What follows belongs to an exercise in optimizing a design on an open flow for small area and a short achievable clock period; a production flow would make more cautious choices.
RTL that was checked went through simulation tests only; none was proved equivalent to the original.
No functional check of the RTL was part of run 4.
Power is estimated from default activity; no workload was simulated.

==> design/flow/design.v <==
module fadd_sub(
  input  logic        clk_i,
  input  logic [31:0] operand_a,
  input  logic [31:0] operand_b,
  output logic [31:0] result_o
);
  wire        sa = operand_a[31], sb = operand_b[31];
  wire [7:0]  fa = operand_a[30:23], fb = operand_b[30:23];
  wire        za = (fa == 8'd0), zb = (fb == 8'd0);    
  wire [7:0]  ea1 = {fa[7:1], fa[0] | za};             
  wire [7:0]  eb1 = {fb[7:1], fb[0] | zb};
  wire [23:0] ma = {~za, operand_a[22:0]};
  wire [23:0] mb = {~zb, operand_b[22:0]};
  wire [7:0]  ea = {fa[7:1], fa[0] | (za & (operand_a[22:0] != 23'd0))};
  wire [7:0]  eb = {fb[7:1], fb[0] | (zb & (operand_b[22:0] != 23'd0))};
  wire [7:0]  xp = fa ^ ~fb;
  wire [7:0]  xg = fa & ~fb;
  wire eg0 = xg[1] | (xp[1] & xg[0]);
  wire ep0 = xp[1] & xp[0];
  wire eg1 = xg[3] | (xp[3] & xg[2]);
  wire ep1 = xp[3] & xp[2];
  wire eg2 = xg[5] | (xp[5] & xg[4]);
  wire ep2 = xp[5] & xp[4];
  wire eg3 = xg[7] | (xp[7] & xg[6]);
  wire ep3 = xp[7] & xp[6];
  wire eg4 = xg[2] | (xp[2] & eg0);
  wire ep4 = xp[2] & ep0;
  wire eg5 = eg1 | (ep1 & eg0);
  wire ep5 = ep1 & ep0;
  wire eg6 = xg[6] | (xp[6] & eg2);
  wire ep6 = xp[6] & ep2;
  wire eg7 = eg3 | (ep3 & eg2);
  wire ep7 = ep3 & ep2;
  wire eg8 = xg[4] | (xp[4] & eg5);
  wire ep8 = xp[4] & ep5;
  wire eg9 = eg2 | (ep2 & eg5);
  wire ep9 = ep2 & ep5;
  wire eg10 = eg6 | (ep6 & eg5);
  wire ep10 = ep6 & ep5;
  wire eg11 = eg7 | (ep7 & eg5);
  wire ep11 = ep7 & ep5;
  wire [7:0]  gE = {eg11, eg10, eg9, eg8, eg5, eg4, eg0, xg[0]};
  wire [7:0]  pE;
  assign pE[0] = xp[0];
  assign pE[1] = pE[0] & xp[1];
  assign pE[2] = pE[1] & xp[2];
  assign pE[3] = pE[2] & xp[3];
  assign pE[4] = pE[3] & xp[4];
  assign pE[5] = pE[4] & xp[5];
  assign pE[6] = pE[5] & xp[6];
  assign pE[7] = pE[6] & xp[7];
  wire        a_exp_gt = gE[7];               
  wire        exp_eq = pE[7];                 
  wire [7:0]  d;                              
  wire        corr = za ^ zb;
  assign d[0] = a_exp_gt ? (xp[0] ^ ~corr) : ~(xp[0] ^ corr);
  assign d[1] = a_exp_gt ? (xp[1] ^ (gE[0] | (pE[0] & ~corr))) : ~(xp[1] ^ (gE[0] | (pE[0] & corr)));
  assign d[2] = a_exp_gt ? (xp[2] ^ (gE[1] | (pE[1] & ~corr))) : ~(xp[2] ^ (gE[1] | (pE[1] & corr)));
  assign d[3] = a_exp_gt ? (xp[3] ^ (gE[2] | (pE[2] & ~corr))) : ~(xp[3] ^ (gE[2] | (pE[2] & corr)));
  assign d[4] = a_exp_gt ? (xp[4] ^ (gE[3] | (pE[3] & ~corr))) : ~(xp[4] ^ (gE[3] | (pE[3] & corr)));
  assign d[5] = a_exp_gt ? (xp[5] ^ (gE[4] | (pE[4] & ~corr))) : ~(xp[5] ^ (gE[4] | (pE[4] & corr)));
  assign d[6] = a_exp_gt ? (xp[6] ^ (gE[5] | (pE[5] & ~corr))) : ~(xp[6] ^ (gE[5] | (pE[5] & corr)));
  assign d[7] = a_exp_gt ? (xp[7] ^ (gE[6] | (pE[6] & ~corr))) : ~(xp[7] ^ (gE[6] | (pE[6] & corr)));
  wire [23:0] ma_s = ma, mb_s = mb;
  wire [22:0] cg = operand_a[22:0] & ~operand_b[22:0];
  wire [22:0] cp = operand_a[22:0] | ~operand_b[22:0];
  wire fcg0 = cg[1] | (cp[1] & cg[0]);
  wire fcp0 = cp[1] & cp[0];
  wire fcg1 = cg[3] | (cp[3] & cg[2]);
  wire fcp1 = cp[3] & cp[2];
  wire fcg2 = cg[5] | (cp[5] & cg[4]);
  wire fcp2 = cp[5] & cp[4];
  wire fcg3 = cg[7] | (cp[7] & cg[6]);
  wire fcp3 = cp[7] & cp[6];
  wire fcg4 = cg[9] | (cp[9] & cg[8]);
  wire fcp4 = cp[9] & cp[8];
  wire fcg5 = cg[11] | (cp[11] & cg[10]);
  wire fcp5 = cp[11] & cp[10];
  wire fcg6 = cg[13] | (cp[13] & cg[12]);
  wire fcp6 = cp[13] & cp[12];
  wire fcg7 = cg[15] | (cp[15] & cg[14]);
  wire fcp7 = cp[15] & cp[14];
  wire fcg8 = cg[17] | (cp[17] & cg[16]);
  wire fcp8 = cp[17] & cp[16];
  wire fcg9 = cg[19] | (cp[19] & cg[18]);
  wire fcp9 = cp[19] & cp[18];
  wire fcg10 = cg[21] | (cp[21] & cg[20]);
  wire fcp10 = cp[21] & cp[20];
  wire fcg11 = fcg1 | (fcp1 & fcg0);
  wire fcp11 = fcp1 & fcp0;
  wire fcg12 = fcg3 | (fcp3 & fcg2);
  wire fcp12 = fcp3 & fcp2;
  wire fcg13 = fcg5 | (fcp5 & fcg4);
  wire fcp13 = fcp5 & fcp4;
  wire fcg14 = fcg7 | (fcp7 & fcg6);
  wire fcp14 = fcp7 & fcp6;
  wire fcg15 = fcg9 | (fcp9 & fcg8);
  wire fcp15 = fcp9 & fcp8;
  wire fcg16 = cg[22] | (cp[22] & fcg10);
  wire fcp16 = cp[22] & fcp10;
  wire fcg17 = fcg12 | (fcp12 & fcg11);
  wire fcp17 = fcp12 & fcp11;
  wire fcg18 = fcg14 | (fcp14 & fcg13);
  wire fcp18 = fcp14 & fcp13;
  wire fcg19 = fcg16 | (fcp16 & fcg15);
  wire fcp19 = fcp16 & fcp15;
  wire fcg20 = fcg18 | (fcp18 & fcg17);
  wire fcp20 = fcp18 & fcp17;
  wire fcg21 = fcg19 | (fcp19 & fcg20);
  wire        f_gt = fcg21;    
  wire        a_gt_b = a_exp_gt | (exp_eq & f_gt);
  wire [4:0]  ds = d[4:0] | {5{d[7:5] != 3'd0}};    
  wire        sub = sa ^ sb;
  wire [23:0] m_big   = a_gt_b ? ma : mb;
  wire [23:0] m_small = a_gt_b ? mb_s : ma_s;
  wire [23:0] sh1 = ds[0] ? {1'b0, m_small[23:1]} : m_small;
  wire [23:0] sh2 = ds[1] ? {2'b0, sh1[23:2]} : sh1;
  wire [23:0] sh4 = ds[2] ? {4'b0, sh2[23:4]} : sh2;
  wire [23:0] sh8 = ds[3] ? {8'b0, sh4[23:8]} : sh4;
  wire [23:0] sh16 = ds[4] ? {16'b0, sh8[23:16]} : sh8;
  wire [23:0] y = sh16 ^ {24{sub}};
  logic        r_sign, r_sub;
  logic [7:0]  r_exp;
  logic [23:0] r_x, r_y;
  always_ff @(posedge clk_i) begin
    r_sign <= a_gt_b ? sa : sb;
    r_sub  <= sub;
    r_exp  <= a_gt_b ? ea : eb;
    r_x    <= m_big;
    r_y    <= y;
  end
  wire [24:0] p = {r_x ^ r_y, 1'b0};
  wire [24:0] g = {r_x & r_y, r_sub};
  wire [24:0] s;    
  wire cg12 = g[1] | (p[1] & g[0]);
  wire cp12 = p[1] & p[0];
  wire cg13 = g[3] | (p[3] & g[2]);
  wire cp13 = p[3] & p[2];
  wire cg14 = g[5] | (p[5] & g[4]);
  wire cp14 = p[5] & p[4];
  wire cg15 = g[7] | (p[7] & g[6]);
  wire cp15 = p[7] & p[6];
  wire cg16 = g[9] | (p[9] & g[8]);
  wire cp16 = p[9] & p[8];
  wire cg17 = g[11] | (p[11] & g[10]);
  wire cp17 = p[11] & p[10];
  wire cg18 = g[13] | (p[13] & g[12]);
  wire cp18 = p[13] & p[12];
  wire cg19 = g[15] | (p[15] & g[14]);
  wire cp19 = p[15] & p[14];
  wire cg20 = g[17] | (p[17] & g[16]);
  wire cp20 = p[17] & p[16];
  wire cg21 = g[19] | (p[19] & g[18]);
  wire cp21 = p[19] & p[18];
  wire cg22 = g[21] | (p[21] & g[20]);
  wire cp22 = p[21] & p[20];
  wire cg23 = g[23] | (p[23] & g[22]);
  wire cp23 = p[23] & p[22];
  wire cg24 = g[2] | (p[2] & cg12);
  wire cp24 = p[2] & cp12;
  wire cg25 = cg13 | (cp13 & cg12);
  wire cp25 = cp13 & cp12;
  wire cg26 = g[6] | (p[6] & cg14);
  wire cp26 = p[6] & cp14;
  wire cg27 = cg15 | (cp15 & cg14);
  wire cp27 = cp15 & cp14;
  wire cg28 = g[10] | (p[10] & cg16);
  wire cp28 = p[10] & cp16;
  wire cg29 = cg17 | (cp17 & cg16);
  wire cp29 = cp17 & cp16;
  wire cg30 = g[14] | (p[14] & cg18);
  wire cp30 = p[14] & cp18;
  wire cg31 = cg19 | (cp19 & cg18);
  wire cp31 = cp19 & cp18;
  wire cg32 = g[18] | (p[18] & cg20);
  wire cp32 = p[18] & cp20;
  wire cg33 = cg21 | (cp21 & cg20);
  wire cp33 = cp21 & cp20;
  wire cg34 = g[22] | (p[22] & cg22);
  wire cp34 = p[22] & cp22;
  wire cg35 = cg23 | (cp23 & cg22);
  wire cp35 = cp23 & cp22;
  wire cg36 = g[4] | (p[4] & cg25);
  wire cp36 = p[4] & cp25;
  wire cg37 = cg14 | (cp14 & cg25);
  wire cp37 = cp14 & cp25;
  wire cg38 = cg26 | (cp26 & cg25);
  wire cp38 = cp26 & cp25;
  wire cg39 = cg27 | (cp27 & cg25);
  wire cp39 = cp27 & cp25;
  wire cg40 = g[12] | (p[12] & cg29);
  wire cp40 = p[12] & cp29;
  wire cg41 = cg18 | (cp18 & cg29);
  wire cp41 = cp18 & cp29;
  wire cg42 = cg30 | (cp30 & cg29);
  wire cp42 = cp30 & cp29;
  wire cg43 = cg31 | (cp31 & cg29);
  wire cp43 = cp31 & cp29;
  wire cg44 = g[20] | (p[20] & cg33);
  wire cp44 = p[20] & cp33;
  wire cg45 = cg22 | (cp22 & cg33);
  wire cp45 = cp22 & cp33;
  wire cg46 = cg34 | (cp34 & cg33);
  wire cp46 = cp34 & cp33;
  wire cg47 = cg35 | (cp35 & cg33);
  wire cp47 = cp35 & cp33;
  wire cg48 = g[8] | (p[8] & cg39);
  wire cp48 = p[8] & cp39;
  wire cg49 = cg16 | (cp16 & cg39);
  wire cp49 = cp16 & cp39;
  wire cg50 = cg28 | (cp28 & cg39);
  wire cp50 = cp28 & cp39;
  wire cg51 = cg29 | (cp29 & cg39);
  wire cp51 = cp29 & cp39;
  wire cg52 = cg40 | (cp40 & cg39);
  wire cp52 = cp40 & cp39;
  wire cg53 = cg41 | (cp41 & cg39);
  wire cp53 = cp41 & cp39;
  wire cg54 = cg42 | (cp42 & cg39);
  wire cp54 = cp42 & cp39;
  wire cg55 = cg43 | (cp43 & cg39);
  wire cp55 = cp43 & cp39;
  wire cg56 = g[24] | (p[24] & cg47);
  wire cp56 = p[24] & cp47;
  wire cg57 = g[16] | (p[16] & cg55);
  wire cp57 = p[16] & cp55;
  wire cg58 = cg20 | (cp20 & cg55);
  wire cp58 = cp20 & cp55;
  wire cg59 = cg32 | (cp32 & cg55);
  wire cp59 = cp32 & cp55;
  wire cg60 = cg33 | (cp33 & cg55);
  wire cp60 = cp33 & cp55;
  wire cg61 = cg44 | (cp44 & cg55);
  wire cp61 = cp44 & cp55;
  wire cg62 = cg45 | (cp45 & cg55);
  wire cp62 = cp45 & cp55;
  wire cg63 = cg46 | (cp46 & cg55);
  wire cp63 = cp46 & cp55;
  wire cg64 = cg47 | (cp47 & cg55);
  wire cp64 = cp47 & cp55;
  wire cg65 = cg56 | (cp56 & cg55);
  wire cp65 = cp56 & cp55;
  assign s[0] = p[1] ^ g[0];
  assign s[1] = p[2] ^ cg12;
  assign s[2] = p[3] ^ cg24;
  assign s[3] = p[4] ^ cg25;
  assign s[4] = p[5] ^ cg36;
  assign s[5] = p[6] ^ cg37;
  assign s[6] = p[7] ^ cg38;
  assign s[7] = p[8] ^ cg39;
  assign s[8] = p[9] ^ cg48;
  assign s[9] = p[10] ^ cg49;
  assign s[10] = p[11] ^ cg50;
  assign s[11] = p[12] ^ cg51;
  assign s[12] = p[13] ^ cg52;
  assign s[13] = p[14] ^ cg53;
  assign s[14] = p[15] ^ cg54;
  assign s[15] = p[16] ^ cg55;
  assign s[16] = p[17] ^ cg57;
  assign s[17] = p[18] ^ cg58;
  assign s[18] = p[19] ^ cg59;
  assign s[19] = p[20] ^ cg60;
  assign s[20] = p[21] ^ cg61;
  assign s[21] = p[22] ^ cg62;
  assign s[22] = p[23] ^ cg63;
  assign s[23] = p[24] ^ cg64;
  assign s[24] = cg65;
  wire        norm = s[24] & ~r_sub;    
  assign result_o = {r_sign,
                     norm ? r_exp + 8'd1 : r_exp,
                     norm ? s[23:1] : s[22:0]};
endmodule
==> design/flow/flow/run.sh <==
#!/bin/bash
# Own layout flow: the standard ORFS flow (standard.sh), with these changes:
#  - ports are buffered with sky130_fd_sc_hd__buf_1 (which repair may upsize)
#    instead of the clkdlybuf4s50_1 that buffer_ports picks by default;
#  - repair_timing aims for a setup slack margin of MARGIN ns (flow/margin);
#  - if flow/abc.script exists, synthesis is the standard synthesis script
#    with that ABC script for the combinational mapping (flow/my_synth.tcl);
#    flip-flops are mapped before ABC runs, so registers are unchanged;
#  - any extra ORFS variables listed in flow/env (KEY=VALUE lines).
# Every tool's output goes to the ORFS logs under orfs/logs, and make's own
# output to standard.log in this folder.
set -euo pipefail
MARGIN=$(cat flow/margin 2>/dev/null || echo 5)
export BUFFER_PORTS_ARGS="-buffer_cell sky130_fd_sc_hd__buf_1"
if [[ -f flow/env ]]; then set -a; source flow/env; set +a; fi
EXTRA=()
if [[ -f flow/abc.script ]]; then
  export MY_ABC_SCRIPT="$PWD/flow/abc.script"
  EXTRA+=("SYNTH_SCRIPT=$PWD/flow/my_synth.tcl")
fi
bash standard.sh "${EXTRA[@]}" SETUP_SLACK_MARGIN=$MARGIN finish > standard.log 2>&1
==> design/flow/flow/abc.script <==
strash
dch
map -B 0.9 -D 4200
topo
stime -c
buffer -c
upsize -c -D 4200
dnsize -c -D 4200
==> design/flow/flow/env <==
CTS_ARGS="-sink_clustering_enable -repair_clock_nets -dont_use_dummy_load -buf_list sky130_fd_sc_hd__clkbuf_8"
ADDER_MAP_FILE=
==> design/flow/flow/margin <==
6.3
==> design/flow/flow/my_synth.tcl <==
# The standard synthesis script (synth_recipe.tcl), except that Yosys's abc
# step runs the ABC script named by MY_ABC_SCRIPT instead of ORFS's.
proc synth {args} { yosys synth -nofsm -noshare {*}$args }
proc abc {args} {
  set i [lsearch -exact $args -script]
  if {$i >= 0 && [info exists ::env(MY_ABC_SCRIPT)] && $::env(MY_ABC_SCRIPT) ne ""} {
    lset args [expr {$i + 1}] $::env(MY_ABC_SCRIPT)
  }
  yosys abc {*}$args
}
source $::env(SCRIPTS_DIR)/synth.tcl
# left out here: clear keep_hierarchy, flatten, clean up, hide names made inside functions, write 1_2_yosys.v
==> design/flow/standard.sh <==
#!/bin/bash
# synth_recipe.tcl (not shown) runs the flow's synth.tcl, then flattens the netlist and writes it again
# the make line also repeats each setting of config.mk as NAME=value (left out here)
make -C /OpenROAD-flow-scripts/flow DESIGN_CONFIG=/design/flow/config.mk WORK_HOME=/design/flow/orfs CLKGATE_MAP_FILE= SYNTH_SCRIPT=/design/flow/synth_recipe.tcl "${@:-finish}"
==> design/flow/config.mk <==
export PLATFORM = sky130hd
export DESIGN_NAME = fadd_sub
export DESIGN_NICKNAME = fadd_sub
export VERILOG_FILES = /design/flow/design.v
export SDC_FILE = /design/flow/constraint.sdc
export NUM_CORES = 4
export LEC_CHECK = 0
export ABC_AREA = 1
export CAP_MARGIN = 20
export CORE_MARGIN = 2
export CORE_UTILIZATION = 40
export SLEW_MARGIN = 20
==> design/flow/constraint.sdc <==
create_clock -name core_clock -period 12.0 [get_ports {clk_i}]
set_input_delay 2.4000 -clock core_clock [delete_from_list [all_inputs] [get_ports {clk_i}]]
set_output_delay 2.4000 -clock core_clock [all_outputs]
set_load 0.01 [all_outputs]
==> summary.txt, run 1 <==
CTS
  – Root buf cell: clkbuf_8
  – CTS sink count: 58
  – CTS buffer count: 9
  – Clock Tree Buf Depth: 2
  – Htree depth: 3
  – CTS tree: yes
  – Clock transition at the registers of the reported paths: 0.06 ns

Timing
  – Final min period: 5.48 ns
  – RSZ-0062 raised after global routing: no
  – Final Slew Violations: 0
  – Headroom to the max-slew limit: 64.8%
  – Final period util: between 40% and 50%
  – Final setup margin: 6.52 ns
  – Highest Clock Rate: 0.183 GHz
  – Slew @ Worst Pin: 0.525 ns
  – Final Setup Violations: 0
  – Setup TNS: 0 ns
  – Final Hold Viols: 0
  – WHS: about 2.4 ns

Finish
  – Post-layout util: 48.3%
  – FILL cells: between 1500 and 2000
  – FF+latch area: 1160 um2
  – Most frequent cells in the layout: nand2_1 (302), nand3_1 (151), inv_1 (111)
  – Share of layout cells above drive strength 1: 6.81%
  – Diodes inserted: 0
  – Nets: roughly 1200
  – Area Overhead vs Synth: 17.0%
  – Commonest non-fill, non-tap cell in the layout: nand2_1
  – Multi-input gate area: 3950 um2

Placement
  – GP Congestion: roughly 1.0
  – Worst slack, placed: 5.09 ns
  – HPWL Detailed: between 10000 and 15000 um
  – IO Port Bufs: 96

Power
  – Pwr/cell area: 137 nW/um2
  – Peak supply drop: 43.8 uV
  – Power consumption: 0.888 mW
  – P_leak: 3.16 nW

Yosys
  – Post-synth ARST share: 0%
  – Ys flop type: dfxtp_1
  – Post-synth EDFFs: 0
  – Mapped Cells: 1012
  – Syn avg cell area: roughly 5.5 um2
  – Synthesized area: 5530 um2
  – Distinct cells, synth: 31
  – Syn Nets: 1077
  – Seq cells post-synth: 58
  – Seq/Total Area, Yosys: 21.0%
  – Synth Warn #: 1

Critical path
  – CP Launch Type: flop
  – Type of the worst setup path: flop to primary output
  – Worst setup EP type: primary output
  – Worst EP arrival: approximately 3.1 ns
  – CP max FO: 13
  – WP data required: 9.60 ns

Global routing
  – Total global routing overflow: 0
  – Gr usage total: between 20% and 30%
  – Largest net degree at the start of global routing: 96
  – Global-route wire length before repair: 27900 um
  – Initial antenna violation count: 0
  – Vias in the first global route: between 5000 and 6000

Route
  – Vias per Instance: about 5
  – DRC: 0
  – Number of DRC markers in iteration 0: 590
  – Routed len/inst: 14.0 um
  – Drt total wl: 17900 um
  – Antenna viol nets, final: 0
  – Detailed Routing Iterations Pass 1: 5
  – Via count: 6559

Floorplanning
  – Die width: 122 um
  – I/O pin total: between 90 and 100
  – Die H: 122 um
  – Initial Util: 41.3%
  – FP Rows: 42
  – Die ar.: about 15000 um2
  – Core area: 13400 um2

Hold path
  – Worst Hold Class: input port to flop

Status
  – Status: no timing/DRC/antenna violations

Job
  – MaxCap Viol Count: 0
routing by layer:
| layer | track usage [%] | vias up | share of wire, % |
|---|---|---|---|
| met5 | 0 | - | 0 |
| li1 | - | 3446 | - |
| met3 | 1.87 | 25 | 5.6 |
| met2 | 36.8 | 229 | 44 |
| met1 | 35.0 | 2859 | 48 |
| met4 | 7.18 | 0 | 2.1 |
cells by family after synthesis:
group | share of synthesized area, %
simple gates | 45.3
xor+xnor | 8.86
compound gates | 13.7
buf+inv | 10.6
flops | 21.0
mux | 0.565
registers in the layout, summed over array words and instances, names as in the netlist:
register  cells
r_sub         1
r_exp         8
r_x          24
r_sign        1
r_y          24
power breakdown:
part / switching [mW] / internal (mW) / leakage (nW)
Clock: 0.0605 / 0.0662 / 0.0647
Combinational: 0.340 / 0.181 / 2.61
Sequential: 0.0171 / 0.222 / 0.489
path summary, 6_finish.rpt:
path / from / to / depth (start not counted)
worst min-delay path: operand_b[30] / r_exp[7] / 3
worst max-delay path: r_y[0] / result_o[2] / 16
synthesized netlist by cell type, types with 2 or more instances:
cell	number	share of area, %
clkbuf_1	30	2.0
xnor2_1	13	2.1
nand2_1	311	21
nor3_1	8	0.72
nand3b_1	4	0.54
inv_1	115	7.8
o2111ai_1	2	0.32
a31oi_1	2	0.23
a21oi_1	39	3.5
o221ai_1	2	0.32
o22ai_1	2	0.23
nor4_1	6	0.68
dfxtp_1	58	21
nand3_1	151	14
mux2i_1	2	0.36
or2_2	5	0.57
nor2_1	100	6.8
o21ai_0	89	8.0
xor2_1	43	6.8
clkinv_1	3	0.20
nand4_1	10	1.1
buf_1	7	0.47
o211ai_1	2	0.27
repair_timing:
| item | in CTS | in global routing |
|---|---|---|
| cloned | 6 | 3 |
| pin swaps | 4 | 5 |
| hold buffers | 0 | 0 |
| buffers inserted | 7 | 3 |
| gates resized for setup | 29 | 31 |
| endpoints found under the setup margin | 55 | 46 |
worst max-delay path, stage by stage (launching register included):
cell	delay, ns
dfxtp_1	0.31
or2_2	0.32
a21boi_2	0.17
nor2_1	0.07
nor2_2	0.14
a21oi_2	0.10
a21oi_2	0.22
o21ai_4	0.10
a21oi_4	0.20
o21bai_4	0.10
nand3_1	0.12
nand2_4	0.11
nand2_8	0.16
clkinvlp_4	0.10
buf_4	0.17
o21ai_0	0.17
buf_1	0.17
per-stage QoR:
step / cell area (um2) / std cells
floorplan: 5530 / 1012
global placement: 6010 / 1250
detailed placement: 6010 / 1250
CTS: 6320 / 1272
global route: 6480 / 1278
finish: 6480 / 1278
cell type report:
| cell class | count | share of cell area [%] |
|---|---|---|
| inverter | 118 | 7.17 |
| timing repair inverter | 5 | 0.541 |
| tap | 176 | 3.40 |
| multi-input combinational | 800 | 61.0 |
| timing repair buffer | 112 | 8.05 |
| sequential | 58 | 17.9 |
| clock buffer | 9 | 1.91 |
==> run 2: changes to the inputs <==
==> design/flow/flow/abc.script (replaced) <==
strash
dch
map -B 0.9 -D 3000
topo
stime -c
buffer -c
upsize -c -D 3000
dnsize -c -D 3000
==> summary.txt, run 2 <==
Global routing
  – Total global routing overflow: 0
  – Vias in the first global route: between 5000 and 6000
  – Largest net degree at the start of global routing: 89
  – Initial antenna violation count: 0
  – Global-route wire length before repair: 29600 um
  – Gr usage total: 23.3%

Floorplanning
  – Die H: 125 um
  – I/O pin total: between 90 and 100
  – FP Rows: 44
  – Die ar.: about 16000 um2
  – Core area: 14400 um2
  – Die width: 125 um
  – Initial Util: 40.5%

Finish
  – Share of layout cells above drive strength 1: 4.83%
  – Commonest non-fill, non-tap cell in the layout: nand2_1
  – Top flop regs: r_x x24, r_y x24, r_exp x8
  – Post-layout util: approximately 47%
  – Most frequent cells in the layout: nand2_1 (358), nand3_1 (189), inv_1 (119)
  – Diodes inserted: 0
  – Nets: 1248
  – Area Overhead vs Synth: 15.0%

Route
  – Antenna viol nets, final: 0
  – Routed wl met2: about 8100 um
  – Top sig layer: met4
  – Detailed Routing Iterations Pass 1: 5
  – Vias per Instance: 5.11
  – DRC: 0
  – Via count: 6975
  – Metal3 WL: 1110 um
  – Routed len/inst: 13.6 um
  – Drt total wl: 18600 um
  – Metal-1 WL: 9000 um
  – Number of DRC markers in iteration 0: 624

Yosys
  – Synth Warn #: 1
  – Post-synth ARST share: 0%
  – Syn avg cell area: about 5.3 um2
  – Post-synth EDFFs: 0
  – Ys flop type: dfxtp_1
  – Most frequent cell after synthesis: nand2_1
  – Mapped Cells: 1100
  – Seq cells post-synth: 58
  – Distinct cells, synth: 32
  – Synthesized area: between 5000 and 6000 um2
  – Seq/Total Area, Yosys: 19.9%
  – Syn Nets: between 1000 and 1500
  – Synth area leaders: nand2_1 (23%), dfxtp_1 (20%), nand3_1 (16%)
  – Synth top area share: 23.5%
  – Synth area leader: nand2_1
  – Top post-synthesis cells by count: nand2_1 (364), nand3_1 (192), nor2_1 (124), inv_1 (122), o21ai_0 (76)

CTS
  – CTS buffer count: 9
  – Htree depth: 3
  – CTS sink count: 58
  – CTS tree: yes
  – Clock Tree Buf Depth: 2
  – Clock transition at the registers of the reported paths: 0.06 ns
  – Root buf cell: clkbuf_8

Status
  – Status: no timing/DRC/antenna violations

Power
  – Peak supply drop: 59.6 uV
  – P_leak: approximately 3.4 nW
  – Power consumption: 0.908 mW
  – Pwr/cell area: roughly 140 nW/um2

Timing
  – Slew @ Worst Pin: 0.679 ns
  – Setup TNS: 0 ns
  – Final Setup Violations: 0
  – Highest Clock Rate: around 0.18 GHz
  – Final period util: 45.4%
  – Final min period: 5.45 ns
  – Final Slew Violations: 0
  – Final Hold Viols: 0
  – Headroom to the max-slew limit: a little over half
  – RSZ-0062 raised after global routing: yes

Hold path
  – Worst Hold Class: input port to flop

Critical path
  – Worst setup EP type: primary output
  – CP max FO: 9
  – WP data required: about 9.6 ns
  – Type of the worst setup path: flop to primary output
  – CP Launch Type: flop
  – Worst EP arrival: 3.05 ns

Job
  – MaxCap Viol Count: 0

Placement
  – GP Congestion: 0.953
  – HPWL Detailed: roughly 14000 um
  – IO Port Bufs: between 90 and 100
## run 2: logic make-up after synthesis
| logic type | share of synthesized area (%) |
|---|---|
| AOI/OAI and AO/OA | 11.0 |
| and+or+nand+nor | 50.4 |
| adders and majority gates | 0.172 |
| muxes | 0.193 |
| xor gates and xnor gates | 7.67 |
| DFF | 19.9 |
| buffers and inverters | 10.7 |
## run 2: worst max-delay path, cell delays in order (launching register included)
cell,delay [ns]
dfxtp_1,0.35
nand2_1,0.07
a21boi_2,0.17
o21ai_2,0.16
nor2_1,0.07
nor2_2,0.14
nand2_1,0.07
nand2_1,0.12
nand2_1,0.06
nand2_1,0.12
a21o_1,0.21
nand2_1,0.08
nand2_2,0.13
nand3_1,0.13
nand3_4,0.14
nand2_8,0.11
nor2_2,0.17
nand2_1,0.08
xnor2_1,0.15
buf_1,0.16
## run 2: cell type report
class	count	area, um2
clock buffers	9	124
multi-input cells	878	4160
repair buffers	107	510
well taps	184	230
fillers	1611	7670
repair inverters	3	20.0
flip-flops and latches	58	1160
inverters	126	490
## run 2: worst paths after layout
| path | startpoint | endpoint | cells past startpoint |
|---|---|---|---|
| worst max-delay path | r_y[0] | result_o[25] | 19 |
| worst min-delay path | operand_a[3] | r_x[3] | 3 |
## run 2: layer usage
metal / vias to the layer above / GRT usage, %
li1: 3685 / -
met5: - / 0
met3: 33 / 3.57
met1: 3050 / 34.1
met2: 207 / 35.3
met4: 0 / 6.61
## run 2: what timing repair did
item | in CTS | in global routing
gates resized for setup | 17 | 34
pin swaps | 0 | 2
gates cloned | 1 | 4
hold buffers | 0 | 0
setup endpoints to repair | 55 | 54
setup buffers | 1 | 4
## run 2: metrics by stage
step	hold slack (ns)	instances	cell area (um2)	worst slack, ns
after detailed placement	2.68	1346	6310	5.10
after floorplan	2.50	1100	5830	6.84
after global routing	2.36	1365	6700	6.26
after CTS	2.32	1357	6510	6.30
final	2.34	1365	6700	6.55
after global placement	2.69	1346	6310	5.22
## run 2: report_power, final
group	switching (mW)	internal, mW	leakage (nW)
combinational	0.350	0.184	2.83
clock	0.0667	0.0665	0.0647
sequential	0.0185	0.222	0.489
==> run 3: changes to the inputs <==
==> design/flow/flow/abc.script (replaced) <==
&get -n
&st
&dch
&nf
&st
&syn2
&if -g -K 6
&synch2
&nf
&st
&syn2
&if -g -K 6
&synch2
&nf
&st
&syn2
&if -g -K 6
&synch2
&nf
&st
&syn2
&if -g -K 6
&synch2
&nf
&st
&syn2
&if -g -K 6
&synch2
&nf
&put
buffer -c
topo
stime -c
upsize -c
dnsize -c
==> summary.txt, run 3 <==
Status
  – Status: no timing/DRC/antenna violations

Critical path
  – Worst path max stage delay: roughly 0.54 ns
  – CP max FO: 16
  – Worst EP arrival: 6.22 ns
  – Critical Path, Cell by Cell: buf_8 > or4_4 > a211o_4 > and2_4 > a21o_1 > o21a_1 > o221a_4 > buf_6 > o211a_4 > buf_4 > nand2_8 > o21ai_1 > o2111a_1 > a211oi_2 > nand2_1 > a222oi_1 > xnor2_1
  – WP data required: 12.19 ns
  – Type of the worst setup path: input port to flop
  – Critical path's top delay family: compound AO/OA/AOI/OAI gates
  – Worst path depth: 17
  – CP max stage cell: or4_4
  – Worst setup EP type: flop
  – Worst Setup EP: r_y[0]
  – WP buf/inv: 3
  – CP Launch Type: input port
  – Critical path origin: operand_a[29]

Global routing
  – Total global routing overflow: 0
  – Vias in the first global route: 7901
  – Global-route wire length before repair: 43400 um
  – Gr usage total: 29.3%
  – Largest net degree at the start of global routing: 68
  – Initial antenna violation count: 0

Route
  – Detailed Routing Iterations Pass 1: 8
  – Drt total wl: 30900 um
  – Via count: between 9000 and 10000
  – Antenna viol nets, final: 0
  – Number of DRC markers in iteration 0: ~1400
  – Routed len/inst: 21.2 um
  – Vias per Instance: 6.41
  – DRC: 0

Timing
  – RSZ-0062 raised after global routing: yes
  – Slew @ Worst Pin: 0.724 ns
  – Headroom to the max-slew limit: 51.4%
  – Setup TNS: 0 ns
  – Final min period: ~6 ns
  – Final period util: 50.2%
  – Final Hold Viols: 0
  – Final Slew Violations: 0
  – Final Setup Violations: 0
  – Final setup margin: 5.98 ns
  – Highest Clock Rate: 0.166 GHz

Floorplanning
  – Initial Util: around 41%
  – Core area: ~17000 um2
  – Die H: 137 um
  – I/O pin total: 97
  – FP Rows: 48
  – Die width: 137 um
  – Die ar.: approximately 19000 um2

Placement
  – Worst slack, placed: 4.40 ns
  – IO Port Bufs: 96
  – GP Congestion: approximately 0.96
  – HPWL Detailed: about 18000 um

CTS
  – Clock transition at the registers of the reported paths: 0.06 ns
  – Htree depth: 3
  – CTS buffer count: 9
  – Hold buffers post-CTS: 0
  – Root buf cell: clkbuf_8
  – CTS sink count: slightly below 60
  – Clock Tree Buf Depth: 2
  – CTS tree: yes

Yosys
  – Syn avg cell area: a little under 7 um2
  – Synth Warn #: 1
  – Multiplexer share of the synthesized area: 8.36%
  – Seq cells post-synth: 58
  – Synth top area share: 16.3%
  – Synth Area in XOR/XNOR: approximately an eighth
  – Synth Area in Simple Gates: 23.9%
  – Mapped Cells: 1040
  – Syn Nets: 1105
  – Ys flop type: dfxtp_1
  – Seq/Total Area, Yosys: between 15 and 20%
  – Synth area leaders: dfxtp_1 (16%), nand2_1 (8.8%), xnor2_1 (8.4%)
  – Post-synth ARST share: 0%
  – Post-synth EDFFs: 0
  – Distinct cells, synth: 70
  – Adder-Cell Fraction of Synth Area: 3.37%
  – Largest family of logic cells by synthesized area: compound AO/OA/AOI/OAI gates
  – Synth area leader: dfxtp_1
  – Synth Area in Compound Gates: 29.5%
  – Synthesized area: 7120 um2
  – Most frequent cell after synthesis: nand2_1
  – Top post-synthesis cells by count: nand2_1 (167), o21ai_0 (78), nor2_1 (73), a21oi_1 (72), xnor2_1 (68)

Hold path
  – Hold Path Origin: operand_a[30]
  – Worst Hold Class: input port to flop

Finish
  – Area Overhead vs Synth: 53.5%
  – Commonest non-fill, non-tap cell in the layout: nand2_1
  – Share of layout cells above drive strength 1: between 30% and 40%
  – Top flop regs: r_x x24, r_y x24, r_exp x8
  – Nets: 1299
  – Diodes inserted: 0
  – Most frequent cells in the layout: nand2_1 (147), buf_4 (78), nor2_1 (62)
  – FILL cells: 1400

Power
  – Peak supply drop: about 91 uV
  – P_leak: 4.18 nW
  – Pwr/cell area: about 140 nW/um2

Job
  – MaxCap Viol Count: 0
## run 3: cell types whose count changed after synthesis, moves of 43 or more
cell,before,now
inv_1,122,35
nand2_1,364,167
nor2_1,124,73
xnor2_1,11,68
nand3_1,192,27
mux2i_1,0,46
a21oi_1,29,72
## run 3: worst min-delay path by stage
stage                     cells after the start  endpoint  slack (ns)
final                                         2  r_exp[7]        2.30
after global routing                          2  r_exp[7]        2.28
after CTS                                     3    r_sign        2.28
after detailed placement                      3    r_sign        2.65
after global placement                        3    r_sign        2.65
after floorplan                               2  r_exp[2]        2.50
## run 3: layout make-up
| cell class | instances | area, um2 | share of cell area (%) |
|---|---|---|---|
| Sequential cell | 58 | 1170 | 10.7 |
| Clock buffer | 9 | 124 | 1.13 |
| Inverter | 36 | 139 | 1.27 |
| Tap cell | 225 | 282 | 2.58 |
| Multi-Input combinational cell | 877 | 6890 | 63.0 |
| Timing Repair Buffer | 252 | 2330 | 21.3 |
## run 3: cells by family (layout without fill, tap and decap cells)
kind of cell / count (synthesis) / in the layout
flops: 58 / 58
mux: 58 / 58
xor+xnor: 96 / 96
compound gates: 320 / 321
buf+inv: 110 / 297
fa+ha+maj: 24 / 24
simple gates: 374 / 378
## run 3: metrics by stage
step / instances / area (um2) / utilization, % / power [mW] / hold WS, ns
finish: 1457 / 10900 / 63.0 / 1.54 / 2.30
global route: 1457 / 10900 / 63.0 / 1.62 / 2.28
CTS: 1402 / 9560 / 55.1 / 1.33 / 2.28
detailed placement: 1298 / 7640 / 44.0 / 0.937 / 2.65
global placement: 1298 / 7640 / 44.0 / 0.935 / 2.65
floorplan: 1040 / 7280 / - / 0.772 / 2.50
## run 3: power breakdown
group / internal, mW / leakage (nW) / switching [mW]
logic: 0.547 / 3.62 / 0.592
clock network: 0.0662 / 0.0647 / 0.0620
registers: 0.227 / 0.489 / 0.0409
## run 3: what timing repair did
action,4_1_cts,5_1_grt
endpoints found under the setup margin,55,54
resized for setup,242,204
pin swaps,73,97
cloned,13,7
setup buffers,82,48
## run 3: metal layers
metal  up-vias  track usage, %  routed length (um)
met1      4269            39.3               12000
met4         0            13.7                1930
met3       196            6.62                3590
li1       4193               -                   -
met5         -               0                   0
met2       677            44.4               13400
==> run 4: changes to the inputs <==
--- a/design/flow/design.v
+++ b/design/flow/design.v
@@ -11,8 +11,7 @@
   wire [7:0]  eb1 = {fb[7:1], fb[0] | zb};
   wire [23:0] ma = {~za, operand_a[22:0]};
   wire [23:0] mb = {~zb, operand_b[22:0]};
-  wire [7:0]  ea = {fa[7:1], fa[0] | (za & (operand_a[22:0] != 23'd0))};
-  wire [7:0]  eb = {fb[7:1], fb[0] | (zb & (operand_b[22:0] != 23'd0))};
+  wire [7:0]  ea = fa, eb = fb;    
   wire [7:0]  xp = fa ^ ~fb;
   wire [7:0]  xg = fa & ~fb;
   wire eg0 = xg[1] | (xp[1] & xg[0]);
@@ -266,7 +265,8 @@
   assign s[23] = p[24] ^ cg64;
   assign s[24] = cg65;
   wire        norm = s[24] & ~r_sub;    
+  wire [7:0]  e_big = {r_exp[7:1], r_exp[0] | (~r_x[23] & (r_x[22:0] != 23'd0))};
   assign result_o = {r_sign,
-                     norm ? r_exp + 8'd1 : r_exp,
+                     norm ? e_big + 8'd1 : e_big,
                      norm ? s[23:1] : s[22:0]};
 endmodule
==> design/flow/flow/abc.script (replaced) <==
strash
dch
map -B 0.9 -D 4000
topo
stime -c
buffer -c
upsize -c -D 4000
dnsize -c -D 4000
==> summary.txt, run 4 <==
Finish
  – Most frequent cells in the layout: nand2_1 (331), nand3_1 (151), inv_1 (117)
  – FILL cells: 1507
  – Fin area: 6540 um2
  – Diodes inserted: 0
  – Area Overhead vs Synth: 16.3%
  – Top flop regs: r_x x24, r_y x24, r_exp x8
  – Commonest non-fill, non-tap cell in the layout: nand2_1
  – Share of layout cells above drive strength 1: 5.70%
  – Post-Layout Cell Count: 1320
  – Post-layout util: 47.3%
  – Nets: 1207

Power
  – P_leak: 3.27 nW
  – Pwr/cell area: between 100 and 150 nW/um2
  – Power consumption: about 0.9 mW
  – Peak supply drop: 47.8 uV

Floorplanning
  – Die H: about 120 um
  – Core area: 13800 um2
  – FP Rows: 43
  – Die ar.: 15000 um2
  – I/O pin total: 97
  – Initial Util: 40.7%
  – Die width: between 100 and 150 um

Global routing
  – Global-route wire length before repair: 26900 um
  – Gr usage total: roughly 23%
  – Vias in the first global route: 5595
  – Largest net degree at the start of global routing: 67
  – Initial antenna violation count: 0
  – Total global routing overflow: 0

CTS
  – CTS buffer count: 9
  – CTS sink count: 58
  – Clock Tree Buf Depth: 2
  – Root buf cell: clkbuf_8
  – Htree depth: 3
  – Clock transition at the registers of the reported paths: 0.06 ns
  – CTS tree: yes

Placement
  – DP Area: between 6000 and 7000 um2
  – Placed insts: 1293
  – IO Port Bufs: 96
  – GP Congestion: 0.949
  – HPWL Detailed: 13200 um

Route
  – Routed len/inst: 13.1 um
  – Antenna viol nets, final: 0
  – Number of DRC markers in iteration 0: 518
  – Via count: 6605
  – Vias per Instance: 5.00
  – Detailed Routing Iterations Pass 1: 5
  – Drt total wl: 17300 um
  – DRC: 0

Timing
  – Final Setup Violations: 0
  – Final Slew Violations: 0
  – Final period util: 45.3%
  – Final Hold Viols: 0
  – Final min period: roughly 5.4 ns
  – Highest Clock Rate: 0.184 GHz
  – RSZ-0062 raised after global routing: no
  – Setup TNS: 0 ns
  – Headroom to the max-slew limit: 61.0%
  – Slew @ Worst Pin: 0.583 ns

Yosys
  – Distinct cells, synth: 30
  – Mapped Cells: 1046
  – Post-synth EDFFs: 0
  – Top post-synthesis cells by count: nand2_1 (336), nand3_1 (151), inv_1 (120), nor2_1 (111), o21ai_0 (96)
  – Synth top area share: between 20 and 25%
  – Ys flop type: dfxtp_1
  – Synth Warn #: 1
  – Synth area leaders: nand2_1 (22%), dfxtp_1 (21%), nand3_1 (13%)
  – Seq/Total Area, Yosys: 20.6%
  – Synthesized area: 5630 um2
  – Post-synth ARST share: 0%
  – Synth area leader: nand2_1
  – Most frequent cell after synthesis: nand2_1
  – Syn avg cell area: 5.38 um2
  – Syn Nets: 1111
  – Seq cells post-synth: 58

Job
  – MaxCap Viol Count: 0

Status
  – Status: no timing/DRC/antenna violations

Hold path
  – Worst Hold Class: input port to flop

Critical path
  – WP data required: 9.60 ns
  – Type of the worst setup path: flop to primary output
  – CP max FO: 27
  – Worst setup EP type: primary output
  – CP Launch Type: flop
  – Worst EP arrival: a little over 3 ns
## run 4: power breakdown
part / switching [mW] / internal, mW / leakage, nW / total (mW)
Clock: 0.0658 / 0.0666 / 0.0647 / 0.132
Combinational: 0.335 / 0.183 / 2.72 / 0.518
Sequential: 0.0215 / 0.223 / 0.489 / 0.244
Total: 0.422 / 0.472 / 3.27 / 0.894
## run 4: cell families (layout without fill, tap and decap cells)
family / count (synthesis) / count (layout) / share of synthesized area (%)
compound gates: 141 / 141 / 13.1
buf+inv: 160 / 253 / 10.7
mux: 3 / 3 / 0.556
xor+xnor: 51 / 51 / 7.94
simple gates: 633 / 634 / 47.0
flops: 58 / 58 / 20.6
## run 4: worst max-delay path: stages, from the launching register on
cell and delay (ns):
dfxtp_1 0.34, inv_1 0.06, nand2_1 0.08, a21boi_2 0.19
o21ai_2 0.08, nor2_1 0.12, nor2_2 0.06, nand2_1 0.05
nand2_1 0.08, nand2_1 0.08, nand2_2 0.08, a21oi_4 0.18
inv_1 0.10, a21oi_4 0.20, o21ai_2 0.06, nand2_1 0.10
buf_12 0.19, clkinvlp_4 0.11, buf_4 0.14, nand2_1 0.08
xnor2_1 0.13, buf_1 0.18
## run 4: layer usage
layer  global-route usage, %  vias up  part of all wire, %
li1                        -     3540                    -
met1                    32.6     2849                   48
met2                    35.7      187                   45
met3                    2.00       29                  4.6
met4                    7.54        0                  2.2
met5                       0        -                    0
## run 4: metrics by stage
step / hold WS, ns / setup WS (ns)
floorplan: 2.51 / 6.61
global placement: 2.67 / 5.56
detailed placement: 2.67 / 5.53
CTS: 2.32 / 6.31
global route: 2.37 / 6.25
finish: 2.33 / 6.57
## run 4: path summary, 6_finish.rpt
check	start	endpoint	cells past startpoint
worst min-delay path	operand_a[30]	r_exp[7]	3
worst max-delay path	r_y[0]	result_o[25]	21
## run 4: cell type report
cell class / count / area (um2) / share of cell area [%]
repair inverters: 3 / 22.5 / 0.344
repair buffers: 117 / 547 / 8.36
clock buffers: 9 / 124 / 1.89
inverters: 124 / 488 / 7.46
multi-input cells: 829 / 3980 / 60.8
well taps: 180 / 225 / 3.44
flip-flops and latches: 58 / 1160 / 17.7
## run 4: what timing repair did
action                     4_1_cts  5_1_grt
setup buffers                    5        8
gates resized for setup         21       27
gates cloned                     4        1
hold buffers                     0        0
pin swaps                        1        4
setup endpoints to repair       54       54
==> run 5: changes to the inputs <==
--- a/design/flow/design.v
+++ b/design/flow/design.v
@@ -11,7 +11,8 @@
   wire [7:0]  eb1 = {fb[7:1], fb[0] | zb};
   wire [23:0] ma = {~za, operand_a[22:0]};
   wire [23:0] mb = {~zb, operand_b[22:0]};
-  wire [7:0]  ea = fa, eb = fb;    
+  wire [7:0]  ea = {fa[7:1], fa[0] | (za & (operand_a[22:0] != 23'd0))};
+  wire [7:0]  eb = {fb[7:1], fb[0] | (zb & (operand_b[22:0] != 23'd0))};
   wire [7:0]  xp = fa ^ ~fb;
   wire [7:0]  xg = fa & ~fb;
   wire eg0 = xg[1] | (xp[1] & xg[0]);
@@ -265,8 +266,7 @@
   assign s[23] = p[24] ^ cg64;
   assign s[24] = cg65;
   wire        norm = s[24] & ~r_sub;    
-  wire [7:0]  e_big = {r_exp[7:1], r_exp[0] | (~r_x[23] & (r_x[22:0] != 23'd0))};
   assign result_o = {r_sign,
-                     norm ? e_big + 8'd1 : e_big,
+                     norm ? r_exp + 8'd1 : r_exp,
                      norm ? s[23:1] : s[22:0]};
 endmodule
--- a/design/flow/flow/run.sh
+++ b/design/flow/flow/run.sh
@@ -4,8 +4,10 @@
 #    instead of the clkdlybuf4s50_1 that buffer_ports picks by default;
 #  - repair_timing aims for a setup slack margin of MARGIN ns (flow/margin);
 #  - if flow/abc.script exists, synthesis is the standard synthesis script
-#    with that ABC script for the combinational mapping (flow/my_synth.tcl);
-#    flip-flops are mapped before ABC runs, so registers are unchanged;
+#    with its ABC step replaced (flow/my_synth.tcl): the logic from the
+#    registers to result_o is mapped with flow/abc_out.script (if present),
+#    the rest with flow/abc.script. Flip-flops are mapped before ABC runs, so
+#    the registers are exactly the standard synthesis's;
 #  - any extra ORFS variables listed in flow/env (KEY=VALUE lines).
 # Every tool's output goes to the ORFS logs under orfs/logs, and make's own
 # output to standard.log in this folder.
@@ -16,6 +18,7 @@
 EXTRA=()
 if [[ -f flow/abc.script ]]; then
   export MY_ABC_SCRIPT="$PWD/flow/abc.script"
+  if [[ -f flow/abc_out.script ]]; then export MY_ABC_OUT_SCRIPT="$PWD/flow/abc_out.script"; fi
   EXTRA+=("SYNTH_SCRIPT=$PWD/flow/my_synth.tcl")
 fi
 bash standard.sh "${EXTRA[@]}" SETUP_SLACK_MARGIN=$MARGIN finish > standard.log 2>&1
==> design/flow/flow/abc.script (replaced) <==
strash
dch
map -B 0.9 -D 4000
strash
dch
map -B 0.9 -D 4000
topo
stime -c
buffer -c
upsize -c -D 4000
dnsize -c -D 4000
==> design/flow/flow/abc_out.script (new file) <==
strash
dch
map -B 0.9 -D 1500
topo
stime -c
buffer -c
upsize -c -D 1500
dnsize -c -D 1500
==> design/flow/flow/margin (replaced) <==
6.5
==> design/flow/flow/my_synth.tcl (replaced) <==
# The standard synthesis script (synth_recipe.tcl), except that Yosys's abc
# step maps the logic that drives the outputs (from the registers to result_o)
# with the ABC script MY_ABC_OUT_SCRIPT, and the rest with MY_ABC_SCRIPT.
proc synth {args} { yosys synth -nofsm -noshare {*}$args }
proc abc {args} {
  set i [lsearch -exact $args -script]
  if {[info exists ::env(MY_ABC_OUT_SCRIPT)] && $::env(MY_ABC_OUT_SCRIPT) ne ""} {
    set out_args $args
    lset out_args [expr {$i + 1}] $::env(MY_ABC_OUT_SCRIPT)
    yosys select -set outcone o:result_o %ci*:-sky130_fd_sc_hd__dfxtp_1
    yosys abc {*}$out_args @outcone
    yosys select -clear
  }
  if {[info exists ::env(MY_ABC_SCRIPT)] && $::env(MY_ABC_SCRIPT) ne ""} {
    lset args [expr {$i + 1}] $::env(MY_ABC_SCRIPT)
  }
  yosys abc {*}$args
}
source $::env(SCRIPTS_DIR)/synth.tcl
# left out here: clear keep_hierarchy, flatten, clean up, hide names made inside functions, write 1_2_yosys.v
==> summary.txt, run 5 <==
Power
  – Peak supply drop: between 60 and 70 uV
  – Power consumption: just over 0.9 mW
  – Sw Ratio: 48.4%
  – Pwr/cell area: ~130 nW/um2
  – P_int: 0.475 mW
  – P_leak: 3.63 nW
  – Clock share of power: a little over an eighth
  – Sequential share of power: between 20% and 30%
  – P_sw: 0.446 mW
  – Gate power share: about 60%

Route
  – Routed len/inst: roughly 13 um
  – Number of DRC markers in iteration 0: around 550
  – Vias per Instance: 5.03
  – Drt total wl: 18800 um
  – Via count: 7176
  – DRC: 0
  – Detailed Routing Iterations Pass 1: 5
  – Antenna viol nets, final: 0

Floorplanning
  – Die H: about 130 um
  – I/O pin total: 97
  – Die ar.: 16100 um2
  – Core area: ~15000 um2
  – FP Rows: 44
  – Die width: 127 um
  – Initial Util: 41.3%

Yosys
  – Synth area leader: nand2_1
  – Most frequent cell after synthesis: nand2_1
  – Synth area leaders: nand2_1 (28%), dfxtp_1 (19%), nand3_1 (15%)
  – Syn avg cell area: 5.25 um2
  – Post-synth EDFFs: 0
  – Synth top area share: 28.2%
  – Syn Nets: about 1200
  – Synthesized area: 6050 um2
  – Mapped Cells: 1151
  – Synth Warn #: 1
  – Distinct cells, synth: 41
  – Ys flop type: dfxtp_1
  – Top post-synthesis cells by count: nand2_1 (455), nand3_1 (187), inv_1 (128), nor2_1 (96), dfxtp_1 (58)
  – Seq/Total Area, Yosys: between 10% and 20%
  – Seq cells post-synth: 58
  – Post-synth ARST share: 0%

Hold path
  – Hold path endpoint: r_x[1]
  – Hold Path Origin: operand_a[1]
  – Worst Hold Class: input port to flop
  – Hold Path Stages: 3

Job
  – MaxCap Viol Count: 0

Finish
  – Area Overhead vs Synth: 14.4%
  – Most frequent cells in the layout: nand2_1 (448), nand3_1 (185), inv_1 (125)
  – Diodes inserted: 0
  – Post-layout util: 47.3%
  – Commonest non-fill, non-tap cell in the layout: nand2_1
  – Share of layout cells above drive strength 1: 5.80%
  – Nets: 1309
  – FILL cells: around 1600
  – Top flop regs: r_x x24, r_y x24, r_exp x8

Status
  – Status: no timing/DRC/antenna violations

Global routing
  – Initial antenna violation count: 1
  – Total global routing overflow: 0
  – Global-route wire length before repair: 30700 um
  – Largest net degree at the start of global routing: 55
  – Gr usage total: 23.2%
  – Vias in the first global route: approximately 6300

CTS
  – Htree depth: 3
  – CTS sink count: 58
  – Clock Tree Buf Depth: 2
  – Clock transition at the registers of the reported paths: approximately 0.07 ns
  – CTS tree: yes
  – Hold buffers post-CTS: 0
  – CTS buffer count: 9
  – Root buf cell: clkbuf_8

Timing
  – Final Hold Viols: 0
  – Final Setup Violations: 0
  – RSZ-0062 raised after global routing: yes
  – Setup TNS: 0 ns
  – Highest Clock Rate: 0.190 GHz
  – Final period util: 43.8%
  – WHS: 2.35 ns
  – Final Slew Violations: 0
  – Final min period: 5.25 ns
  – Slew @ Worst Pin: 0.585 ns
  – Headroom to the max-slew limit: 60.6%

Critical path
  – CP max FO: 14
  – WP data required: between 10 and 15 ns
  – Critical path origin: operand_b[24]
  – Type of the worst setup path: input port to flop
  – Worst EP arrival: 5.47 ns
  – Worst setup EP type: flop
  – CP Launch Type: input port

Placement
  – HPWL Detailed: 14700 um
  – GP Congestion: 0.926
  – IO Port Bufs: between 90 and 100
[run 5: what timing repair did]
item                       4_1_cts  5_1_grt
gates cloned                     4        2
pin swaps                        0        2
buffers inserted                 4        6
setup endpoints to repair       24       24
resized for setup               15       30
[run 5: how the worst max path moves through the flow]
stage,endpoint,slack [ns],cells past startpoint
after CTS,r_y[9],6.51,25
after floorplan,r_y[23],6.72,19
after global placement,r_y[9],5.72,22
after global routing,r_y[9],6.48,21
final,r_y[7],6.75,24
after detailed placement,r_y[9],5.66,22
[run 5: logic make-up (layout without fill, tap and decap cells)]
kind of cell,count (synthesis),count (layout),synth area share (%)
and+or+nand+nor,772,773,53.3
AOI/OAI and AO/OA,109,109,10.3
xor gates and xnor gates,41,41,5.94
DFF,58,58,19.2
muxes,1,1,0.186
buffers and inverters,170,260,11.0
[run 5: power groups by stage]
| stage | clock, mW | sequential, mW | combinational [mW] |
|---|---|---|---|
| global placement | 0 | 0.245 | 0.520 |
| floorplan | 0 | 0.239 | 0.401 |
| detailed placement | 0 | 0.245 | 0.521 |
| CTS | 0.130 | 0.241 | 0.535 |
| global route | 0.137 | 0.245 | 0.632 |
| finish | 0.126 | 0.241 | 0.553 |
[run 5: per-layer routing]
layer	vias up	GRT usage, %	routed length (um)
met1	3103	33.6	9250
met5	-	0	0
met3	30	2.24	973
met4	0	7.82	471
li1	3844	-	-
met2	199	35.9	8130
[run 5: stage by stage]
step | cell area (um2) | setup slack [ns] | std cells
6_report | 6920 | 6.75 | 1426
3_3_place_gp | 6520 | 5.72 | 1400
2_1_floorplan | 6050 | 6.72 | 1151
5_1_grt | 6920 | 6.48 | 1426
4_1_cts | 6750 | 6.51 | 1417
3_5_place_dp | 6520 | 5.66 | 1400
[run 5: cell type report]
type                    instances  area [um2]  share of cell area [%]
repair inverters                4        30.0                   0.434
multi-input cells             924        4350                    62.8
inverters                     134         515                    7.45
flip-flops and latches         58        1160                    16.8
clock buffers                   9         124                    1.79
well taps                     184         230                    3.33
repair buffers                113         510                    7.38
[run 5: critical path: stages]
cell	delay [ns]
buf_1	0.10
inv_1	0.07
nand2_1	0.11
nand2_1	0.12
nor2_1	0.15
nand2_1	0.11
nor2_1	0.21
nand2_1	0.14
nor2_1	0.14
nand2_1	0.07
nand3_1	0.07
o21ai_0	0.07
nand2_1	0.23
nand3_4	0.15
nor2_4	0.15
buf_8	0.17
clkinvlp_4	0.18
buf_4	0.18
nand3_1	0.10
nand3_1	0.13
nand3_1	0.11
nand3_1	0.14
nand3_1	0.10
nand2_1	0.06
==> run 6: changes to the inputs <==
==> design/flow/flow/margin (replaced) <==
6.8
==> summary.txt, run 6 <==
Status
  – Status: no timing/DRC/antenna violations

Yosys
  – Post-synth ARST share: 0%
  – Most frequent cell after synthesis: nand2_1
  – Syn Nets: 1216
  – Synth area leaders: nand2_1 (28%), dfxtp_1 (19%), nand3_1 (15%)
  – Top post-synthesis cells by count: nand2_1 (455), nand3_1 (187), inv_1 (128), nor2_1 (96), dfxtp_1 (58)
  – Ys flop type: dfxtp_1
  – Seq/Total Area, Yosys: 19.2%
  – Post-synth EDFFs: 0
  – Syn avg cell area: approximately 5.3 um2
  – Synth Warn #: 1
  – Synth area leader: nand2_1
  – Synth top area share: 28.2%
  – Synthesized area: 6050 um2
  – Seq cells post-synth: between 50 and 60
  – Mapped Cells: 1151
  – Distinct cells, synth: 41

Finish
  – Share of layout cells above drive strength 1: just under 9%
  – Nets: 1328
  – Commonest non-fill, non-tap cell in the layout: nand2_1
  – Most frequent cells in the layout: nand2_1 (444), nand3_1 (185), inv_1 (121)
  – Area Overhead vs Synth: 18.6%
  – Fin area: 7170 um2
  – FILL cells: 1600
  – Diodes inserted: 0
  – Top flop regs: r_x x24, r_y x24, r_exp x8
  – Post-layout util: 49.0%

CTS
  – Root buf cell: clkbuf_8
  – Htree depth: 3
  – CTS tree: yes
  – Hold buffers post-CTS: 0
  – Clock Tree Buf Depth: 2
  – CTS sink count: between 50 and 60
  – Clock transition at the registers of the reported paths: around 0.050 ns
  – CTS buffer count: 9

Power
  – Clock share of power: 13.1%
  – P_leak: 3.72 nW
  – Peak supply drop: 51.2 uV
  – Pwr/cell area: 132 nW/um2
  – Sw Ratio: 48.2%
  – Gate power share: roughly three fifths
  – P_sw: roughly 0.46 mW
  – P_int: between 0.4 and 0.5 mW
  – Sequential share of power: around a quarter

Timing
  – WHS: about 2.4 ns
  – Setup TNS: 0 ns
  – RSZ-0062 raised after global routing: yes
  – Final Slew Violations: 0
  – Final period util: around 42%
  – Final min period: ~5.0 ns
  – Final Hold Viols: 0
  – Highest Clock Rate: 0.198 GHz
  – Slew @ Worst Pin: 0.566 ns
  – Headroom to the max-slew limit: 62.0%
  – Final Setup Violations: 0

Hold path
  – Worst Hold Class: input port to flop

Route
  – Drt total wl: 19600 um
  – Antenna viol nets, final: 0
  – Via count: between 7000 and 8000
  – DRC: 0
  – Routed wl met2: 8480 um
  – Metal-1 WL: around 9200 um
  – Number of DRC markers in iteration 0: about 650
  – Detailed Routing Iterations Pass 1: 6
  – Metal3 WL: 1290 um
  – Vias per Instance: 5.16
  – Top sig layer: met4
  – Routed len/inst: 13.6 um

Global routing
  – Global-route wire length before repair: around 31000 um
  – Gr usage total: 23.3%
  – Total global routing overflow: 0
  – Vias in the first global route: 6256
  – Initial antenna violation count: 0
  – Largest net degree at the start of global routing: 88

Critical path
  – WP buf/inv: 6
  – WP data required: 12.21 ns
  – Critical path's top delay family: simple AND/OR/NAND/NOR gates
  – CP max FO: 7
  – CP max stage cell: xor2_1
  – Worst setup EP type: flop
  – CP Launch Type: input port
  – Type of the worst setup path: input port to flop
  – Worst path max stage delay: 0.35 ns
  – Critical Path, Cell by Cell: buf_1 > inv_1 > nor2_2 > nor2_2 > a21oi_2 > nand2_2 > nand2_2 > nand2_2 > buf_4 > o22ai_1 > xor2_1 > inv_2 > nor2_1 > buf_6 > clkinvlp_4 > nor2_4 > nand4_1 > nand3_1 > nand2_1
  – Worst EP arrival: 5.26 ns
  – Most Frequent Cell on Critical Path: nand2_2

Floorplanning
  – Initial Util: just over 40%
  – Die width: 127 um
  – I/O pin total: 97
  – Die H: 127 um
  – Die ar.: 16100 um2
  – FP Rows: 44
  – Core area: 14600 um2

Placement
  – GP Congestion: between 0.9 and 1
  – DP Area: 6530 um2
  – IO Port Bufs: 96
  – HPWL Detailed: 14500 um

Job
  – MaxCap Viol Count: 0
==> run 6: changes by cell type in the layout (fill, tap and decap cells not counted), moves of 3 or more <==
| cell | previous run | this run |
|---|---|---|
| buf_4 | 11 | 22 |
| inv_2 | 4 | 7 |
| nor2_2 | 8 | 13 |
| nor2_1 | 86 | 79 |
| clkinvlp_4 | 6 | 10 |
| inv_1 | 125 | 121 |
| nand2_1 | 448 | 444 |
| nor2_4 | 4 | 7 |
| nand2_2 | 7 | 13 |
==> run 6: per-layer routing <==
layer | global-route usage [%] | vias to the layer above
li1 | - | 3896
met1 | 33.7 | 3185
met2 | 36.7 | 310
met3 | 1.60 | 58
met4 | 7.43 | 0
met5 | 0 | -
==> run 6: power by group through the flow <==
stage | logic (mW) | registers, mW | clock network, mW
2_1_floorplan | 0.401 | 0.239 | 0
3_3_place_gp | 0.520 | 0.246 | 0
3_5_place_dp | 0.522 | 0.246 | 0
4_1_cts | 0.541 | 0.242 | 0.129
5_1_grt | 0.661 | 0.246 | 0.136
6_report | 0.582 | 0.242 | 0.125
==> run 6: what timing repair did <==
action | 4_1_cts | 5_1_grt
buffers inserted | 4 | 20
setup endpoints to repair | 29 | 50
cloned | 6 | 6
resized for setup | 26 | 52
pin swaps | 1 | 12
==> run 6: layout make-up <==
type	count	area [um2]	area share, %
clock buffer	9	124	1.73
inverter	134	536	7.47
multi-input combinational	926	4410	61.5
sequential	58	1160	16.2
tap	184	230	3.21
timing repair buffer	128	663	9.25
timing repair inverter	6	45.0	0.628
==> run 6: cell families (layout without fill, tap and decap cells) <==
kind of cell,after synthesis,after routing,share of synthesized area [%]
compound gates,109,109,10.3
xor+xnor,41,41,5.94
buf+inv,170,277,11.0
flops,58,58,19.2
mux,1,1,0.186
simple gates,772,775,53.3
==> run 6: worst min-delay path: cells and delay by family <==
kind                   cells  cell delay (ns)
buffers and inverters      1             0.12
AO/OA/AOI/OAI              1             0.07
AND/OR/NAND/NOR            1             0.06
==> run 6: final timing paths <==
check	to	slack, ns	startpoint	cells after the start
max	r_y[6]	6.95	operand_a[26]	19
min	r_exp[1]	2.37	operand_a[24]	3
==> run 6: stage by stage <==
| stage | instances | setup slack, ns | power, mW |
|---|---|---|---|
| after floorplan | 1151 | 6.83 | 0.640 |
| after global placement | 1400 | 5.21 | 0.766 |
| after detailed placement | 1400 | 5.05 | 0.768 |
| after CTS | 1419 | 6.81 | 0.912 |
| after global routing | 1445 | 6.74 | 1.04 |
| final | 1445 | 6.95 | 0.949 |
==> run 7: changes to the inputs <==
==> design/flow/flow/margin (replaced) <==
6.2
==> summary.txt, run 7 <==
Power
  – Pwr/cell area: 134 nW/um2
  – Peak supply drop: 65.5 uV
  – P_leak: 3.59 nW

Floorplanning
  – FP Rows: 44
  – I/O pin total: 97
  – Die width: 127 um
  – Core area: 14600 um2
  – Die ar.: 16100 um2
  – Die H: 127 um
  – Initial Util: 41.3%

CTS
  – Root buf cell: clkbuf_8
  – Clock transition at the registers of the reported paths: 0.07 ns
  – CTS tree: yes
  – Htree depth: 3
  – CTS buffer count: 9
  – CTS sink count: between 50 and 60
  – Clock Tree Buf Depth: 2

Route
  – Antenna viol nets, final: 0
  – Routed len/inst: 13.2 um
  – DRC: 0
  – Number of DRC markers in iteration 0: 646
  – Via count: 7162
  – Drt total wl: 18700 um
  – Detailed Routing Iterations Pass 1: 5
  – Vias per Instance: 5.05

Yosys
  – Synthesized area: 6050 um2
  – Post-synth ARST share: 0%
  – Seq cells post-synth: 58
  – Top post-synthesis cells by count: nand2_1 (455), nand3_1 (187), inv_1 (128), nor2_1 (96), dfxtp_1 (58)
  – Synth top area share: 28.2%
  – Ys flop type: dfxtp_1
  – Distinct cells, synth: slightly above 40
  – Seq/Total Area, Yosys: between 10% and 20%
  – Mapped Cells: 1151
  – Synth Warn #: 1
  – Syn Nets: 1216
  – Synth area leaders: nand2_1 (28%), dfxtp_1 (19%), nand3_1 (15%)
  – Syn avg cell area: 5.25 um2
  – Synth area leader: nand2_1
  – Most frequent cell after synthesis: nand2_1
  – Post-synth EDFFs: 0

Timing
  – Slew @ Worst Pin: 0.826 ns
  – Headroom to the max-slew limit: between 40 and 50%
  – RSZ-0062 raised after global routing: yes
  – Final setup margin: 6.51 ns
  – Final Setup Violations: 0
  – Final min period: 5.49 ns
  – Final Slew Violations: 0
  – Final period util: 45.7%
  – Setup TNS: 0 ns
  – Highest Clock Rate: ~0.18 GHz
  – Final Hold Viols: 0
  – WHS: 2.35 ns

Global routing
  – Initial antenna violation count: 1
  – Largest net degree at the start of global routing: 55
  – Gr usage total: 22.9%
  – Global-route wire length before repair: 30500 um
  – Vias in the first global route: around 6300
  – Total global routing overflow: 0

Critical path
  – CP Launch Type: input port
  – Worst path depth: 25
  – WP buf/inv: 8
  – Type of the worst setup path: input port to flop
  – Worst EP arrival: 5.72 ns
  – Worst Setup EP: r_y[9]
  – Most Frequent Cell on Critical Path: nand2_1
  – CP max stage cell: nor2_1
  – Worst path max stage delay: 0.20 ns
  – Critical path's top delay family: simple AND/OR/NAND/NOR gates
  – Worst setup EP type: flop
  – WP data required: 12.23 ns
  – Critical path origin: operand_b[28]
  – CP max FO: 25

Status
  – Status: no timing/DRC/antenna violations

Finish
  – Commonest non-fill, non-tap cell in the layout: nand2_1
  – Nets: about 1300
  – Area Overhead vs Synth: 11.9%
  – Post-Layout Cell Count: 1419
  – Share of layout cells above drive strength 1: 3.97%
  – Diodes inserted: 0
  – Top flop regs: r_x x24, r_y x24, r_exp x8
  – Post-layout util: 46.2%
  – FILL cells: 1663
  – Most frequent cells in the layout: nand2_1 (452), nand3_1 (186), inv_1 (126)

Hold path
  – Worst Hold Class: input port to flop

Placement
  – Worst slack, placed: 5.66 ns
  – IO Port Bufs: 96
  – HPWL Detailed: 14700 um
  – GP Congestion: 0.926
  – Placed insts: 1400

Job
  – MaxCap Viol Count: 0
[run 7: cell counts after synthesis]
Identical to the previous run, type by type.
[run 7: worst min path at each step]
stage                        startpoint        to  slack (ns)  cells past startpoint
after global placement    operand_a[24]  r_exp[1]        2.67                      3
after floorplan           operand_b[30]  r_exp[7]        2.51                      2
final                      operand_a[1]    r_x[1]        2.35                      3
after CTS                  operand_a[1]    r_x[1]        2.34                      3
after global routing       operand_a[1]    r_x[1]        2.35                      3
after detailed placement  operand_b[30]  r_exp[7]        2.69                      3
[run 7: kinds of logic (layout without fill, tap and decap cells)]
group | Yosys count | count (layout) | synth area share [%]
buffers and inverters | 170 | 253 | 11.0
AO/OA/AOI/OAI | 109 | 109 | 10.3
XOR/XNOR | 41 | 41 | 5.94
AND/OR/NAND/NOR | 772 | 773 | 53.3
multiplexers | 1 | 1 | 0.186
flip-flops | 58 | 58 | 19.2
[run 7: stage by stage]
stage          total power, mW  area, um2
3_3_place_gp             0.765       6520
6_report                 0.907       6770
4_1_cts                  0.901       6700
2_1_floorplan            0.640       6050
5_1_grt                   1.00       6770
3_5_place_dp             0.767       6520
[run 7: tightest hold or removal path, stage by stage]
cell,delay [ns]
buf_1,0.07
inv_1,0.10
a21oi_1,0.07
[run 7: per-layer routing]
metal	share of wire, %	wire length [um]	GRT usage (%)
met5	0	0	0
met3	5.6	1050	2.24
met4	2.2	413	6.92
met2	43	8060	35.9
met1	49	9180	33.3
[run 7: layout make-up]
type	instances	area (um2)	share of cell area, %
repair buffers	108	459	6.78
multi-input cells	924	4270	63.0
inverters	134	515	7.61
repair inverters	2	15.0	0.222
well taps	184	230	3.40
flip-flops and latches	58	1160	17.2
clock buffers	9	124	1.83
[run 7: timing repair]
action / in CTS / in global routing
endpoints found under the setup margin: 23 / 24
gates resized for setup: 4 / 13
hold buffers: 0 / 0
gates cloned: 2 / 2
setup buffers: 4 / 1
[run 7: report_power, final]
group / internal [mW] / switching, mW / total [mW]
clock network: 0.0662 / 0.0601 / 0.126
registers: 0.223 / 0.0182 / 0.241
logic: 0.180 / 0.360 / 0.540
total: 0.469 / 0.438 / 0.907

==> what the ideal ports hide <==
Ports are ideal in the flow. The routed layouts listed here were re-timed in OpenROAD. Step 1 (the two cells are an assumption about what drives the block):
set clk [get_ports {clk_i}]
set_driving_cell -lib_cell sky130_fd_sc_hd__clkbuf_16 $clk
set_driving_cell -lib_cell sky130_fd_sc_hd__buf_2 [delete_from_list [all_inputs] $clk]
Step 2 also shifts input and output timing later by t, the mid clock arrival at the registers, as if the neighbouring blocks saw the same clock. a / b / c = no drivers / after step 1 / after step 2; a / b = the first two.
| run | t, ns | slack for setup (ns) | latest minus earliest clock arrival (ns) | worst register clock-pin slew, ns | cell pins on the clock port's net |
|---|---|---|---|---|---|
| run 1 | 0.343 | 6.523 / 6.494 / 6.288 | 0.021 / 0.021 | 0.07 / 0.07 | 1 |
| run 2 | 0.368 | 6.553 / 6.520 / 6.312 | 0.014 / 0.015 | 0.07 / 0.07 | 1 |
| run 3 | 0.353 | 5.978 / 5.972 / 5.619 | 0.021 / 0.021 | 0.06 / 0.06 | 1 |
| run 4 | 0.356 | 6.569 / 6.536 / 6.264 | 0.013 / 0.013 | 0.06 / 0.06 | 1 |
| run 5 | 0.346 | 6.746 / 6.753 / 6.407 | 0.022 / 0.022 | 0.07 / 0.07 | 1 |
| run 6 | 0.340 | 6.954 / 6.960 / 6.621 | 0.015 / 0.015 | 0.06 / 0.06 | 1 |
| run 7 | 0.345 | 6.515 / 6.520 / 6.175 | 0.023 / 0.023 | 0.07 / 0.07 | 1 |
After both steps setup and hold are still met in every run listed. For run 3, which loses most, drivers alone change the setup slack by -0.006 ns; drivers and shift together by -0.359 ns.
